What follows belongs to an exercise in optimizing a design on an open flow for small area; a production flow would make more cautious choices.
Function was checked by simulation only, so behaviour that the tests miss may differ from the original.
Power and IR drop assume default switching activity. No driver is modelled on the clock port, so clocking that relies on it looks cheaper here than on a real chip.

==> module memory, before the edit <==
module memory (clk_24, rst, rx, rx_in, adv, hold, write_index, waiting, ascii, cur);
    input clk_24;
    input rst;
    input rx;                
    input [6:0] rx_in;
    input adv;               
    input hold;              
    output reg [10:0] write_index;
    output waiting;          
    output [6:0] ascii;      
    output reg [6:0] cur;    
    reg [10:0] diff;
    reg [5:0] wptr;
    reg [2:0] rx_age;        
    reg pend;
    reg [6:0] d_in;
    reg [447:0] ring;        
    wire ins = pend && (wptr == 6'd63);
    wire [6:0] ring_in = ins ? d_in : ring[447:441];
    wire rx_recent = (rx_age != 3'd0);
    wire bypass = (rx_age == 3'd4) && (diff[5:0] == 6'd1);
    wire read_in = (wptr == diff[5:0] - 6'd2);
    assign waiting = (diff != {10'b0, rx_recent});
    assign ascii = bypass ? d_in : cur;
    always @(posedge clk_24)
    begin
        if (rst)
        begin
            write_index <= 11'd0;
            diff <= 11'd0;
        end
        else
        begin
            write_index <= write_index + rx;
            if (rx && !adv)
                diff <= diff + 1'b1;
            else if (adv && !rx)
                diff <= diff - 1'b1;
        end
    end
    always @(posedge clk_24)
    begin
        if (rx)
            rx_age <= 3'd1;
        else if (rx_age == 3'd4)
            rx_age <= 3'd0;
        else if (rx_recent)
            rx_age <= rx_age + 1'b1;
        wptr <= wptr + {rx, ~rx};
    end
    always @(posedge clk_24)
    begin
        pend <= rx || (pend && !ins);
        if (rx)
            d_in <= rx_in;
        if (hold)
            ;
        else if (bypass)
            cur <= d_in;
        else if (read_in && !rx_recent)
            cur <= ring_in;
    end
    always @(posedge clk_24)
        ring <= {ring[440:0], ring_in};
endmodule
==> module top, before the edit <==
module top(clk_24, rst_n, led, audio_out, uart_rx, uart_tx, write_index);
    input uart_rx;
    input rst_n;
    output [0:2] led;
    output audio_out;
    output [10:0] write_index;
    output uart_tx;
    input clk_24;
    wire rst = ~rst_n;
    wire recieved;
    wire [6:0] rx_serial;
    wire is_rx;
    rxuart r1(clk_24, rst, uart_rx, recieved, rx_serial, is_rx);
    reg [7:0] count;
    wire tick = (count == 8'd249);
    reg [2:0] morse_index;
    reg out_val;
    reg [1:0] repeat_time;
    reg tx_go;
    wire waiting;
    wire [6:0] ascii;
    wire [6:0] ascii_prev;
    wire [6:0] morse_value;
    wire [2:0] morse_len;
    wire [7:0] morse_value_ext = {1'b0, morse_value};
    wire play = tick && (repeat_time == 2'd0) && waiting;
    wire next_char = play && (morse_index == morse_len);
    wire echo_hold;
    memory mem1(clk_24, rst, recieved, rx_serial, next_char, echo_hold,
                write_index, waiting, ascii, ascii_prev);
    morse m1(ascii_prev, morse_value, morse_len);
    audio a1(clk_24, rst, out_val, audio_out);
    wire is_tx;
    txuart t1(clk_24, rst, count, tx_go, ascii_prev, uart_tx, is_tx, echo_hold);
    assign led = {~out_val, ~is_rx, ~is_tx};
    always @(posedge clk_24)
    begin
        if (rst)
        begin
            count <= 8'hff;
            tx_go <= 1'b0;
            morse_index <= 3'd0;
            out_val <= 1'b0;
            repeat_time <= 2'd0;
        end
        else if (tick)
        begin
            count <= 8'hff;
            tx_go <= 1'b0;
            if (play)
            begin
                if (morse_index == morse_len)
                begin
                    morse_index <= 3'd0;
                    repeat_time <= 2'd3;
                    out_val <= 1'b0;
                end
                else if (out_val)
                begin
                    out_val <= 1'b0;
                    repeat_time <= 2'd1;
                end
                else
                begin
                    if (morse_index == 3'd0)
                        tx_go <= 1'b1;
                    repeat_time <= morse_value_ext[morse_index] ? 2'd3 : 2'd1;
                    morse_index <= morse_index + 1'b1;
                    out_val <= (ascii != 7'd32);
                end
            end
            else
                repeat_time <= repeat_time - 1'b1;
        end
        else
            count <= count + 1'b1;
    end
endmodule
==> module txuart, before the edit <==
module txuart(i_clk, i_reset, i_cnt, i_go, i_data, o_uart_tx, o_busy, o_hold);
    input  wire       i_clk, i_reset;
    input  wire [7:0] i_cnt;
    input  wire       i_go;      
    input  wire [6:0] i_data;    
    output wire       o_uart_tx;
    output wire       o_busy;
    output wire       o_hold;    
    reg reset_wait;
    always @(posedge i_clk)
        if (i_reset)
            reset_wait <= 1'b1;
        else if (i_cnt == 8'd127)
            reset_wait <= 1'b0;
    wire [8:0] frame = {1'b0, i_data, 1'b0};
    wire lt72 = !i_cnt[7] && !(i_cnt[6] && (i_cnt[5:3] != 3'd0));
    wire lt79 = !i_cnt[7] && !(i_cnt[6] && ((i_cnt[5:4] != 2'd0) || (i_cnt[3:0] == 4'hf)));
    wire in_frame = i_go && lt72;
    assign o_uart_tx = !in_frame || frame[i_cnt[6:3]];
    assign o_hold = i_go && (lt72 || (i_cnt == 8'hff));
    assign o_busy = reset_wait || (i_go && lt79);
endmodule
clock: 8.0 ns
lec_check: 0
abc_area: 1
cap_margin: 20
core_margin: 2
core_utilization: 60
place_density: 0.75
slew_margin: 20
standard.sh (not shown) runs the stock make flow with config.mk's settings and CLKGATE_MAP_FILE= SYNTH_SCRIPT=/design/flow/synth_recipe.tcl, a recipe that flattens the netlist after the stock synthesis.
==> flow/flow/run.sh <==
#!/bin/bash
# Own layout flow: the standard synthesis, then the combinational logic
# of its netlist mapped again for area (the registers stay as they are,
# same names and cells), then the standard ORFS flow with a clock tree of
# fewer, larger buffers and no dummy loads.
# Each tool's output goes to a log file in the work folder.
set -euo pipefail
W=$PWD
R=$W/orfs/results/${FLOW_PLATFORM}/top/base

# Clock tree: leaf clusters of up to 30 sinks driven by clkbuf_16, no
# dummy loads. Port buffers: the smallest buffer.
export CTS_ARGS="-sink_clustering_enable -repair_clock_nets -buf_list sky130_fd_sc_hd__clkbuf_16 -sink_clustering_size 30 -sink_clustering_max_diameter 100 -dont_use_dummy_load"
export BUFFER_PORTS_ARGS="-buffer_cell sky130_fd_sc_hd__buf_1"

# 1. standard synthesis
bash standard.sh synth > $W/log_1_synth.txt 2>&1

# 2. map the logic again; the registers are black boxes and keep their names
cp $R/1_2_yosys.v $W/std_1_2_yosys.v
yosys -c $W/flow/resyn.tcl > $W/log_2_resyn.txt 2>&1
cp $W/resyn_1_2_yosys.v $R/1_2_yosys.v
rm -f $R/1_synth.odb $R/1_synth.sdc

# 3. the rest of the standard flow
bash standard.sh > $W/log_3_layout.txt 2>&1
Other scripts of this flow, unchanged in this note and not shown: flow/flow/resyn.abc, flow/flow/resyn.tcl
Rerun with:
--- a/flow/design.v
+++ b/flow/design.v
@@ -1,26 +1,23 @@
-module memory (clk_24, rst, rx, rx_in, adv, hold, write_index, waiting, ascii, cur);
+module memory (clk_24, rst, rx, rx_in, adv, write_index, waiting, ascii, cur);
     input clk_24;
     input rst;
     input rx;                
     input [6:0] rx_in;
     input adv;               
-    input hold;              
     output reg [10:0] write_index;
     output waiting;          
     output [6:0] ascii;      
     output reg [6:0] cur;    
     reg [10:0] diff;
-    reg [5:0] wptr;
-    reg [2:0] rx_age;        
+    reg [5:0] wptr, rptr;
+    reg [3:0] rx_d;          
     reg pend;
     reg [6:0] d_in;
     reg [447:0] ring;        
     wire ins = pend && (wptr == 6'd63);
     wire [6:0] ring_in = ins ? d_in : ring[447:441];
-    wire rx_recent = (rx_age != 3'd0);
-    wire bypass = (rx_age == 3'd4) && (diff[5:0] == 6'd1);
-    wire read_in = (wptr == diff[5:0] - 6'd2);
-    assign waiting = (diff != {10'b0, rx_recent});
+    wire bypass = rx_d[3] && (diff[5:0] == 6'd1);
+    assign waiting = (diff != {10'b0, |rx_d});
     assign ascii = bypass ? d_in : cur;
     always @(posedge clk_24)
     begin
@@ -28,6 +25,9 @@
         begin
             write_index <= 11'd0;
             diff <= 11'd0;
+            rx_d <= 4'd0;
+            wptr <= 6'd63;
+            rptr <= 6'd0;
         end
         else
         begin
@@ -36,28 +36,19 @@
                 diff <= diff + 1'b1;
             else if (adv && !rx)
                 diff <= diff - 1'b1;
+            rx_d <= {rx_d[2:0], rx};
+            wptr <= wptr + {rx, ~rx};
+            rptr <= rptr + {adv, ~adv};
         end
     end
     always @(posedge clk_24)
     begin
-        if (rx)
-            rx_age <= 3'd1;
-        else if (rx_age == 3'd4)
-            rx_age <= 3'd0;
-        else if (rx_recent)
-            rx_age <= rx_age + 1'b1;
-        wptr <= wptr + {rx, ~rx};
-    end
-    always @(posedge clk_24)
-    begin
         pend <= rx || (pend && !ins);
         if (rx)
             d_in <= rx_in;
-        if (hold)
-            ;
-        else if (bypass)
+        if (bypass)
             cur <= d_in;
-        else if (read_in && !rx_recent)
+        else if ((rptr == 6'd63) && !(|rx_d))
             cur <= ring_in;
     end
     always @(posedge clk_24)
@@ -447,6 +438,7 @@
     reg out_val;
     reg [1:0] repeat_time;
     reg tx_go;
+    reg [6:0] to_tx;
     wire waiting;
     wire [6:0] ascii;
     wire [6:0] ascii_prev;
@@ -455,15 +447,17 @@
     wire [7:0] morse_value_ext = {1'b0, morse_value};
     wire play = tick && (repeat_time == 2'd0) && waiting;
     wire next_char = play && (morse_index == morse_len);
-    wire echo_hold;
-    memory mem1(clk_24, rst, recieved, rx_serial, next_char, echo_hold,
-                write_index, waiting, ascii, ascii_prev);
+    memory mem1(clk_24, rst, recieved, rx_serial, next_char, write_index,
+                waiting, ascii, ascii_prev);
     morse m1(ascii_prev, morse_value, morse_len);
     audio a1(clk_24, rst, out_val, audio_out);
     wire is_tx;
-    txuart t1(clk_24, rst, count, tx_go, ascii_prev, uart_tx, is_tx, echo_hold);
+    txuart t1(clk_24, rst, count, tx_go, to_tx, uart_tx, is_tx);
     assign led = {~out_val, ~is_rx, ~is_tx};
     always @(posedge clk_24)
+        if (tick)
+            to_tx <= ascii;
+    always @(posedge clk_24)
     begin
         if (rst)
         begin
@@ -506,14 +500,13 @@
             count <= count + 1'b1;
     end
 endmodule
-module txuart(i_clk, i_reset, i_cnt, i_go, i_data, o_uart_tx, o_busy, o_hold);
+module txuart(i_clk, i_reset, i_cnt, i_go, i_data, o_uart_tx, o_busy);
     input  wire       i_clk, i_reset;
     input  wire [7:0] i_cnt;
     input  wire       i_go;      
-    input  wire [6:0] i_data;    
+    input  wire [6:0] i_data;
     output wire       o_uart_tx;
     output wire       o_busy;
-    output wire       o_hold;    
     reg reset_wait;
     always @(posedge i_clk)
         if (i_reset)
@@ -525,6 +518,5 @@
     wire lt79 = !i_cnt[7] && !(i_cnt[6] && ((i_cnt[5:4] != 2'd0) || (i_cnt[3:0] == 4'hf)));
     wire in_frame = i_go && lt72;
     assign o_uart_tx = !in_frame || frame[i_cnt[6:3]];
-    assign o_hold = i_go && (lt72 || (i_cnt == 8'hff));
     assign o_busy = reset_wait || (i_go && lt79);
 endmodule
After rerunning: The changed run finished clean. Final area goes up by about 3%. Non-clock buffer count goes up by 1. Sequential power goes up by about 3%. Wire length goes up by about 5%. Via count goes up by about 2.7%. Flip-flop and latch count goes up by 14. Final cell count goes up by 1.8%.

## what the ideal ports hide
Ports are ideal in the flow. The routed layouts listed here were re-timed in OpenROAD.
Step 1: set_driving_cell puts a clkbuf_16 on clk_24 and a buf_2 on each other input, an assumption about the parent block.
Step 2 moves the port delays by t, midway between the first and last clock arrival at a register: inputs arrive t later, outputs are due t later. That takes back most of the time a late clock gives input paths.
Three values: ideal ports, drivers, drivers and shift; two values: the first two.
| run | shift t [ns] | setup slack, ns | worst setup path after step 2 | slew at the worst register clock pin (ns) | cell pins on the clock port's net |
|---|---|---|---|---|---|
| the first run | 0.572 | 3.570 / 3.570 / 3.570 | register to register | 0.11 / 0.11 | 1 |
| the second run | 0.565 | 3.197 / 3.197 / 3.197 | register to register | 0.11 / 0.11 | 1 |
After both steps setup and hold are still met in every run listed.
